This design comes from an exercise in tuning for small area on the open sky130 flow, not from production work. The RTL was checked by simulation tests, not by an equivalence proof against the original design. Power is estimated from default activity; no workload was simulated.

<file path="config.mk">
export PLATFORM = sky130hd
export DESIGN_NAME = CC_HIT_DATA_FIFO
export DESIGN_NICKNAME = CC_HIT_DATA_FIFO
export VERILOG_FILES = /design/flow/design.v
export SDC_FILE = /design/flow/constraint.sdc
export NUM_CORES = 4
export LEC_CHECK = 0
export CAP_MARGIN = 10
export CORE_MARGIN = 2
export CORE_UTILIZATION = 79
export CTS_BUF_LIST = sky130_fd_sc_hd__clkbuf_8
export CTS_CLUSTER_DIAMETER = 60
export CTS_CLUSTER_SIZE = 18
export PLACE_DENSITY = 0.88
export SLEW_MARGIN = 10
export SYNTH_MEMORY_MAX_BITS = 16384
</file>
<file path="constraint.sdc">
create_clock -name core_clock -period 5.0 [get_ports {clk}]
set_input_delay 1.0000 -clock core_clock [delete_from_list [all_inputs] [get_ports {clk}]]
set_output_delay 1.0000 -clock core_clock [all_outputs]
set_load 0.01 [all_outputs]
</file>
<file path="design.v">
module CC_FIFO #(
    parameter       FIFO_DEPTH          = 16,
    parameter       DATA_WIDTH          = 32,
    parameter       AFULL_THRESHOLD     = 16,
    parameter       AEMPTY_THRESHOLD    = 0
)
(
    input   wire                        clk,
    input   wire                        rst_n,
    output  wire                        full_o,
    output  wire                        afull_o,
    input   wire                        wren_i,
    input   wire    [DATA_WIDTH-1:0]    wdata_i,
    output  wire                        empty_o,
    output  wire                        aempty_o,
    input   wire                        rden_i,
    output  wire    [DATA_WIDTH-1:0]    rdata_o
);
    localparam  DEPTH_LG2               = $clog2(FIFO_DEPTH);
    reg     [FIFO_DEPTH-1:0][DATA_WIDTH-1:0] data;
    reg     [FIFO_DEPTH-1:0]            wrsel;       
    reg     [FIFO_DEPTH-1:0]            wrsel_n;     
    reg     [FIFO_DEPTH-1:0]            rdsel;       
    reg     [DEPTH_LG2:0]               counter;
    wire                                full    = (counter == FIFO_DEPTH);
    wire                                empty   = (counter == 0);
    wire                                push    = wren_i & ~full;
    wire                                pop     = rden_i & ~empty;
    always_ff @(posedge clk)
        if (!rst_n) begin
            wrsel                       <= {{(FIFO_DEPTH-1){1'b0}}, 1'b1};
            wrsel_n                     <= {{(FIFO_DEPTH-1){1'b1}}, 1'b0};
            rdsel                       <= {{(FIFO_DEPTH-1){1'b0}}, 1'b1};
            counter                     <= {(DEPTH_LG2+1){1'b0}};
        end
        else begin
            if (push) begin
                wrsel                   <= {wrsel[FIFO_DEPTH-2:0], wrsel[FIFO_DEPTH-1]};
                wrsel_n                 <= {wrsel_n[FIFO_DEPTH-2:0], wrsel_n[FIFO_DEPTH-1]};
            end
            if (pop)
                rdsel                   <= {rdsel[FIFO_DEPTH-2:0], rdsel[FIFO_DEPTH-1]};
            counter                     <= counter + push - pop;
        end
    wire    [FIFO_DEPTH-1:0]            load    = {FIFO_DEPTH{push}} & wrsel;
    wire    [FIFO_DEPTH-1:0]            hold    = {FIFO_DEPTH{~push}} | wrsel_n;
    always_ff @(posedge clk)
        for (int i=0; i<FIFO_DEPTH; i++)
            data[i]                     <= (data[i] & {DATA_WIDTH{hold[i]}})
                                         | (wdata_i & {DATA_WIDTH{load[i]}});
    reg     [DATA_WIDTH-1:0]            rdata;
    always_comb begin
        rdata                           = {DATA_WIDTH{1'b0}};
        for (int i=0; i<FIFO_DEPTH; i++)
            rdata                       = rdata | (data[i] & {DATA_WIDTH{rdsel[i]}});
    end
    assign  full_o                      = full;
    assign  afull_o                     = (counter >= AFULL_THRESHOLD);
    assign  empty_o                     = empty;
    assign  aempty_o                    = (counter <= AEMPTY_THRESHOLD);
    assign  rdata_o                     = rdata;
endmodule
module CC_HIT_DATA_FIFO
(
    input   wire                clk,
    input   wire                rst_n,
    output  wire                full_o,
    output  wire                afull_o,
    input   wire                wren_i,
    input   wire    [517:0]     wdata_i,
    output  wire                empty_o,
    output  wire                aempty_o,
    input   wire                rden_i,
    output  wire    [517:0]     rdata_o
);
    CC_FIFO #(
        .FIFO_DEPTH         (8),
        .DATA_WIDTH         (518),
        .AFULL_THRESHOLD    (6),
        .AEMPTY_THRESHOLD   (0)
    ) u_hit_data_fifo (
        .clk                (clk),
        .rst_n              (rst_n),
        .full_o             (full_o),
        .afull_o            (afull_o),
        .wren_i             (wren_i),
        .wdata_i            (wdata_i),
        .empty_o            (empty_o),
        .aempty_o           (aempty_o),
        .rden_i             (rden_i),
        .rdata_o            (rdata_o)
    );
endmodule
</file>
<file path="flow/run.sh">
#!/bin/bash
# The standard layout, with
# - the read multiplexer of the standard synthesis remapped to a222oi cells
#   (flow/patch_mux.py; registers and everything else untouched);
# - the port buffers made of the smallest buffer (sky130_fd_sc_hd__buf_1)
#   instead of the one buffer_ports picks by default;
# - clock tree synthesis without dummy loads, with clkbuf_8 sink clusters.
set -euo pipefail
R=orfs/results/sky130hd/CC_HIT_DATA_FIFO/base
CTS="-sink_clustering_enable -repair_clock_nets -dont_use_dummy_load"
CTS="$CTS -sink_clustering_size 18 -sink_clustering_max_diameter 60"
CTS="$CTS -buf_list {sky130_fd_sc_hd__clkbuf_8}"
KNOBS=(BUFFER_PORTS_ARGS="-buffer_cell sky130_fd_sc_hd__buf_1" CTS_ARGS="$CTS")

bash standard.sh "${KNOBS[@]}" synth > flow_synth.log 2>&1
cp $R/1_2_yosys.v $R/1_2_yosys_standard.v
python3 flow/patch_mux.py $R/1_2_yosys_standard.v $R/1_2_yosys.v > flow_patch.log 2>&1
rm -f $R/1_synth.odb $R/1_synth.sdc
bash standard.sh "${KNOBS[@]}" finish > flow_finish.log 2>&1
</file>
<file path="flow/patch_mux.py">
#!/usr/bin/env python3
"""Remap the read multiplexer of the synthesized netlist.

ABC maps each 8-input AND-OR of the read side to four a22oi_1 and a nand4_1
(36.3 um2). Its mapper never uses the 6-input a222oi_1, so this script
rewrites every such group as two a222oi_1, one a22oi_1 and a nand3_1
(32.5 um2), the same function. Usage: patch_mux.py IN.v OUT.v
"""
import re
import sys
from collections import defaultdict

src = open(sys.argv[1]).read()

inst_re = re.compile(r"^  (sky130_fd_sc_hd__\w+) (\S+) \((.*?)\n  \);\n", re.S | re.M)
pin_re = re.compile(r"\.(\w+)\(([^()]*)\)")

insts = []
for m in inst_re.finditer(src):
    pins = dict((p, n) for p, n in pin_re.findall(m.group(3)))
    insts.append((m.start(), m.end(), m.group(1), m.group(2), pins))

OUT = {"Y", "X", "Q", "Q_N", "HI", "LO", "COUT", "SUM"}
driver = {}
loads = defaultdict(int)
for i, (_, _, cell, name, pins) in enumerate(insts):
    for p, n in pins.items():
        if p in OUT:
            driver[n.strip()] = i
        else:
            loads[n.strip()] += 1
# nets used by assign statements or ports count as loads too
for n in re.findall(r"assign\s+[^=]+=\s*([^;]+);", src):
    loads[n.strip()] += 1

replace = {}  # index -> new text ('' to drop)
dead_nets = set()
count = 0
for i, (_, _, cell, name, pins) in enumerate(insts):
    if cell != "sky130_fd_sc_hd__nand4_1":
        continue
    ins = [pins[p] for p in "ABCD"]
    srcs = [driver.get(n.strip()) for n in ins]
    if any(s is None for s in srcs) or len(set(srcs)) != 4:
        continue
    if any(insts[s][2] != "sky130_fd_sc_hd__a22oi_1" for s in srcs):
        continue
    if any(loads[n.strip()] != 1 for n in ins) or any(s in replace for s in srcs):
        continue
    pairs = []
    for s in srcs:
        p = insts[s][4]
        pairs += [(p["A1"], p["A2"]), (p["B1"], p["B2"])]
    n1, n2, n3, n4 = ins
    t = "  sky130_fd_sc_hd__a222oi_1 %s (\n" % insts[srcs[0]][3]
    t += "    .A1(%s),\n    .A2(%s),\n    .B1(%s),\n    .B2(%s),\n    .C1(%s),\n    .C2(%s),\n    .Y(%s)\n  );\n" % (
        pairs[0] + pairs[1] + pairs[2] + (n1,))
    replace[srcs[0]] = t
    t = "  sky130_fd_sc_hd__a222oi_1 %s (\n" % insts[srcs[1]][3]
    t += "    .A1(%s),\n    .A2(%s),\n    .B1(%s),\n    .B2(%s),\n    .C1(%s),\n    .C2(%s),\n    .Y(%s)\n  );\n" % (
        pairs[3] + pairs[4] + pairs[5] + (n2,))
    replace[srcs[1]] = t
    t = "  sky130_fd_sc_hd__a22oi_1 %s (\n" % insts[srcs[2]][3]
    t += "    .A1(%s),\n    .A2(%s),\n    .B1(%s),\n    .B2(%s),\n    .Y(%s)\n  );\n" % (pairs[6] + pairs[7] + (n3,))
    replace[srcs[2]] = t
    replace[srcs[3]] = ""
    t = "  sky130_fd_sc_hd__nand3_1 %s (\n" % name
    t += "    .A(%s),\n    .B(%s),\n    .C(%s),\n    .Y(%s)\n  );\n" % (n1, n2, n3, pins["Y"])
    replace[i] = t
    dead_nets.add(n4.strip())
    count += 1

out = []
pos = 0
for i, (s, e, _, _, _) in enumerate(insts):
    if i in replace:
        out.append(src[pos:s])
        out.append(replace[i])
        pos = e
out.append(src[pos:])
text = "".join(out)
for n in dead_nets:
    text = re.sub(r"^  wire %s;\n" % re.escape(n), "", text, count=1, flags=re.M)
open(sys.argv[2], "w").write(text)
print("patch_mux: remapped %d read multiplexer groups" % count)
</file>
<file path="standard.sh">
#!/bin/bash
# synth_recipe.tcl (not shown) runs the flow's synth.tcl, then flattens the netlist and writes it again
# the make line also repeats each setting of config.mk as NAME=value (left out here)
make -C /OpenROAD-flow-scripts/flow DESIGN_CONFIG=/design/flow/config.mk WORK_HOME=/design/flow/orfs CLKGATE_MAP_FILE= SYNTH_SCRIPT=/design/flow/synth_recipe.tcl "${@:-finish}"
</file>
==> run summary, run 1 <==
first-pass GRT wire length=752 mm; outcome=finished clean; port bufs=1043; antenna violations before repair=232; cts hold-fix bufs=0; Post-route DRC=0; Crit Path Max Fanout=52; DR vias=124000; 1st-iter DRT viols=29000; clk root buf=clkbuf_8; synth warn=1; Clock transition at path regs=0.11 ns; Slew headroom=9.32%; Hold WC Path Type=in -> reg; Setup-failing EPs final=0; CTS tree=yes; Synth-to-Final Area Change=4.33%; core area=183000 sq um; top layer in use=met5; Syn Inst Count=12400; starting density of the core=79.5%; CP Class=reg -> out; Critical Path AT=3.82 ns; share of layout cells above drive strength 1=4.11%; GP Congestion=0.895; post-route setup slack=0.181 ns; Worst Skew=0.109 ns; Post-CTS Setup Repair Bufs=0; overall routing resource usage=51.4%; Max Root-Sink Buffers=4; Via density=8.43; Period Utilization, post-route=96.4%; CP Data Required Time=4.00 ns; R2R Path Start=u_hit_data_fifo.counter[2]; vias in the first global route=121000; setup TNS=0 ns; H-tree Lvls=5; non-filler cells, final=14700; Nets=12500; final worst path period need=4.82 ns; Die H=433 um; Peak VDD IR=0.000437 V; Max Slew Vio Count=0; placed inst area=147000 sq um; Max Clk Rate=0.208 GHz; pwr/cell area=538 nW/um^2; synthesized area per cell=11.7 sq um; Routed Antenna Nets=0; Lkg Pwr=57.0 nW; placed cells=14200; Crit. End Element=output pin; CTS Buf Count=283; routed wl met2=211 mm; die extent in x=433 um; Hold Slack=0.276 ns; met3 wire length=78.5 mm; worst slew pin tran=1.36 ns; startpoint types=flip-flop; WL met1=171 mm; maxcap violations=0; Hold Fails Final Rpt=0; FP Rows=157; Mapped Area=145000 sq um; Clock Sinks=4172; # resized after CTS=0; DP Wirelength=260 mm; DR pass1 iterations=13; grt total ovfl=0; Post-Route WL=506 mm; syn nets=12900; Die ar.=188000 sq um; Finished Cell Area=152000 sq um; min-delay src=wdata_i[49]; pre-CTS setup slack=1.30 ns; I/O pins=1044; average routed wire per standard cell=34.5 um; Worst setup startpoint=u_hit_data_fifo.rdsel[1]; largest net degree at the start of global routing=169; RSZ-0062 raised after global routing=false; clock latency at the later pin of the worst-skew pair=1.15 ns
==> metrics by stage <==
step / total power [mW] / utilization, %
floorplan: 57.4 / -
global placement: 64.1 / 80.5
detailed placement: 65.3 / 80.5
CTS: 79.8 / 82.6
global route: 83.9 / 82.8
finish: 81.7 / 82.9
==> flip-flops by register name (all words and copies together), names as in the netlist <==
register,flops
u_hit_data_fifo.wrsel_n,8
u_hit_data_fifo.data,4144
u_hit_data_fifo.wrsel,8
u_hit_data_fifo.counter,4
u_hit_data_fifo.rdsel,8
==> per-layer routing <==
layer  vias to the layer above  global-route usage (%)
li1                      49100                       -
met3                      2380                    19.2
met2                     11600                    73.4
met4                       144                    41.7
met5                         -                    1.64
met1                     60600                    62.0
==> layout make-up <==
cell class,instances,area [sq um]
flip-flops and latches,4172,83600
repair buffers,1226,6840
fillers,10500,31300
clock buffers,283,3890
multi-input cells,6311,53900
diodes,202,505
well taps,2464,3080
inverters,13,48.8
==> path summary, 6_finish.rpt <==
check,endpoint,slack [ns],depth (start not counted)
min,u_hit_data_fifo.data[1085],0.28,2
max,rdata_o[510],0.18,4
max reg2reg,u_hit_data_fifo.data[1454],1.13,7
min reg2reg,u_hit_data_fifo.wrsel[3],0.47,2
==> cells in the final DEF, fill, tap and decap left out <==
| master | count |
|---|---|
| nor2b_1 | 1 |
| or3b_1 | 1 |
| buf_4 | 59 |
| nor2_1 | 1 |
| nand2_1 | 20 |
| nand3b_1 | 1 |
| a222oi_1 | 1036 |
| fa_1 | 1 |
| a21oi_1 | 1 |
| nand3_1 | 531 |
| o211ai_1 | 2 |
| clkbuf_8 | 283 |
| a21o_1 | 1 |
| o21ai_0 | 8 |
| diode_2 | 202 |
| nand3_4 | 1 |
| buf_12 | 124 |
| dfxtp_1 | 4164 |
| ha_1 | 7 |
| nor3b_2 | 1 |
| xnor2_1 | 1 |
| buf_1 | 1043 |
| and3_4 | 8 |
| a22oi_1 | 518 |
| inv_2 | 3 |
| and2_1 | 2 |
| mux2i_1 | 9 |
| a22o_1 | 4144 |
| dfxtp_4 | 8 |
| o2bb2ai_1 | 7 |
| inv_1 | 10 |
| nand2b_1 | 2 |
| or3_4 | 7 |
==> power breakdown <==
part / internal [mW] / total (mW) / switching [mW]
clock: 5.14 / 15.3 / 10.2
combinational: 8.67 / 21.6 / 12.9
sequential: 40.4 / 44.8 / 4.35
==> worst max-delay path, cell delays in order, from the launching register on <==
cell,delay (ns)
dfxtp_4,0.76
buf_4,0.74
a222oi_1,0.24
nand3_1,0.74
buf_1,0.23
==> run 2: changes to the inputs <==
--- a/config.mk
+++ b/config.mk
@@ -8,9 +8,9 @@
 export CAP_MARGIN = 10
 export CORE_MARGIN = 2
-export CORE_UTILIZATION = 79
+export CORE_UTILIZATION = 82
 export CTS_BUF_LIST = sky130_fd_sc_hd__clkbuf_8
 export CTS_CLUSTER_DIAMETER = 60
 export CTS_CLUSTER_SIZE = 18
-export PLACE_DENSITY = 0.88
+export PLACE_DENSITY = 0.9
 export SLEW_MARGIN = 10
 export SYNTH_MEMORY_MAX_BITS = 16384
==> run summary, run 2 <==
outcome=finished clean; Max Slew Vio Count=0; cts hold-fix bufs=0; CP Data Required Time=4.00 ns; P_sw=27.7 mW; commonest non-fill, non-tap cells in the layout=dfxtp_1, a22o_1, buf_1; Max Clk Rate=0.213 GHz; Hold WC Path Type=in -> reg; non-filler cells, final=14500; Crit. End Element=output pin; cell count of the worst hold path=2; share of layout cells above drive strength 1=4.08%; critical-path cell list=buf_4 > a222oi_1 > nand3_1 > buf_1; starting density of the core=82.5%; worst slew pin tran=1.22 ns; die extent in x=425 um; min-delay src=wdata_i[276]; area of the multi-input gates=53900 sq um; Post-route DRC=0; DP Wirelength=263 mm; syn nets=12900; startpoint types=flip-flop; Post-Route WL=510 mm; Die ar.=181000 sq um; synth warn=1; power share of the clock group=18.7%; Worst Skew=0.0440 ns; Lkg Pwr=56.9 nW; Post-CTS Setup Repair Bufs=0; placed cells=14100; commonest non-fill, non-tap cell in the layout=dfxtp_1; # resized after CTS=0; Switching Fraction=33.8%; Clock transition at path regs=0.12 ns; critical path's top delay family=buffers and inverters; CP Class=reg -> out; Largest register FFs=4144; largest net degree at the start of global routing=160; Via density=8.64; Hold Fails Final Rpt=0; 1st-iter DRT viols=32400; synthesized area per cell=11.7 sq um; clock latency at the later pin of the worst-skew pair=1.14 ns; CTS tree=yes; FP Rows=154; Setup-failing EPs final=0; RSZ-0062 raised after global routing=false; register cell area after layout=83600 sq um; Routed Antenna Nets=0; Peak VDD IR=0.000566 V; DR vias=126000; overall routing resource usage=53.6%; R2R Path Start=u_hit_data_fifo.counter[2]; cell internal pwr=54.2 mW; vias in the first global route=122000; I/O pins=1044; Mapped Area=145000 sq um; worst reg2reg path depth=7; first-pass GRT wire length=758 mm; Crit Path Max Fanout=41; Slew headroom=18.6%; Max Root-Sink Buffers=4; pwr/cell area=541 nW/um^2; DR pass1 iterations=13; Filler cells=9302; antenna violations before repair=239; Logic pwr share=26.6%; clk root buf=clkbuf_8; maxcap violations=0; setup TNS=0 ns; Period Utilization, post-route=94.1%; R2R setup slack=1.30 ns; Nets=12500; Worst path max stage delay=0.81 ns; GP Congestion=0.892; Sequential Power Share=54.7%; Synth-to-Final Area Change=4.03%; port bufs=1043; Die H=425 um; core area=176000 sq um; Clock Sinks=4172; grt total ovfl=0; Syn Inst Count=12400; final worst path period need=4.70 ns; Critical Path AT=3.70 ns; average routed wire per standard cell=35.1 um; Buf/Inv on CP=2; Reg-to-Reg End=u_hit_data_fifo.data[3049]; Hold EP=u_hit_data_fifo.data[276]; slowest CP cell=dfxtp_4; H-tree Lvls=5; register bank with the most flops=u_hit_data_fifo.data; CTS Buf Count=282
## run 2: area by class of cell
class	instances	share of cell area (%)
diodes	196	0.324
clock buffers	282	2.56
inverters	13	0.0322
multi-input cells	6311	35.6
flip-flops and latches	4172	55.2
well taps	2340	1.93
repair buffers	1224	4.36
## run 2: worst register-to-register path, delay by kind of cell (launching register included)
| kind | cells | cell delay, ns |
|---|---|---|
| and+or+nand+nor | 2 | 1.48 |
| buffers and inverters | 3 | 1.16 |
| AOI/OAI and AO/OA | 1 | 0.51 |
| DFF | 1 | 0.33 |
| adders and majority gates | 1 | 0.16 |
## run 2: how the worst max path moves through the flow
stage	start	to	cells after the start
global placement	wren_i	u_hit_data_fifo.data[2640]	5
global route	u_hit_data_fifo.rdsel[5]	rdata_o[294]	4
CTS	u_hit_data_fifo.rdsel[6]	rdata_o[342]	5
detailed placement	wren_i	u_hit_data_fifo.data[3046]	5
finish	u_hit_data_fifo.rdsel[7]	rdata_o[42]	4
floorplan	wren_i	u_hit_data_fifo.counter[2]	8
## run 2: per-layer routing
layer / global-route usage [%] / wire (um) / share of wire [%]
met5: 0.450 / 1020 / 0.20
met2: 76.2 / 210000 / 41
met3: 20.4 / 83400 / 16
met1: 64.8 / 168000 / 33
met4: 43.3 / 47400 / 9.3
## run 2: metrics by stage
stage	util (%)	hold WS (ns)	setup WS [ns]	total power, mW	cell area (sq um)
final	85.9	0.284	0.296	81.9	151000
after global routing	85.8	0.294	0.383	83.8	151000
after CTS	85.6	0.240	0.636	79.7	151000
after detailed placement	83.4	0.456	1.30	65.3	147000
after global placement	83.4	0.449	1.36	64.1	147000
after floorplan	-	0.437	2.34	57.4	145000
## run 2: power groups by stage
stage / Clock, mW / Combinational (mW) / Sequential (mW)
floorplan: 0 / 13.6 / 43.8
global placement: 0 / 19.6 / 44.4
detailed placement: 0 / 20.2 / 45.0
CTS: 15.0 / 20.3 / 44.4
global route: 16.2 / 22.4 / 45.2
finish: 15.3 / 21.8 / 44.8

-- re-timing with driven ports --
No port has a modelled driver above. Below, the same layouts with a new extraction and two added sets of constraints. Step 1, drivers: a clkbuf_16 drives clk and a buf_2 each remaining input, both assumed. Step 2 times the ports against the registers' clock, not the clock port: input delays grow and output delays shrink by t, the midpoint of the rising clock arrivals with the driver on. Slacks: no drivers / after step 1 / after step 2; pairs: no drivers / after step 1.
run | t (ns) | setup slack, ns | worst hold slack (ns) | worst setup path at the end | worst slew at a driven data input, ns
run 1 | 1.195 | 0.181 / 0.084 / 0.602 | 0.276 / 0.199 / 0.469 | input to register | 0.52
run 2 | 1.210 | 0.296 / 0.197 / 0.937 | 0.284 / 0.216 / 0.466 | input to register | 0.50
After both steps setup and hold are still met in every run listed.
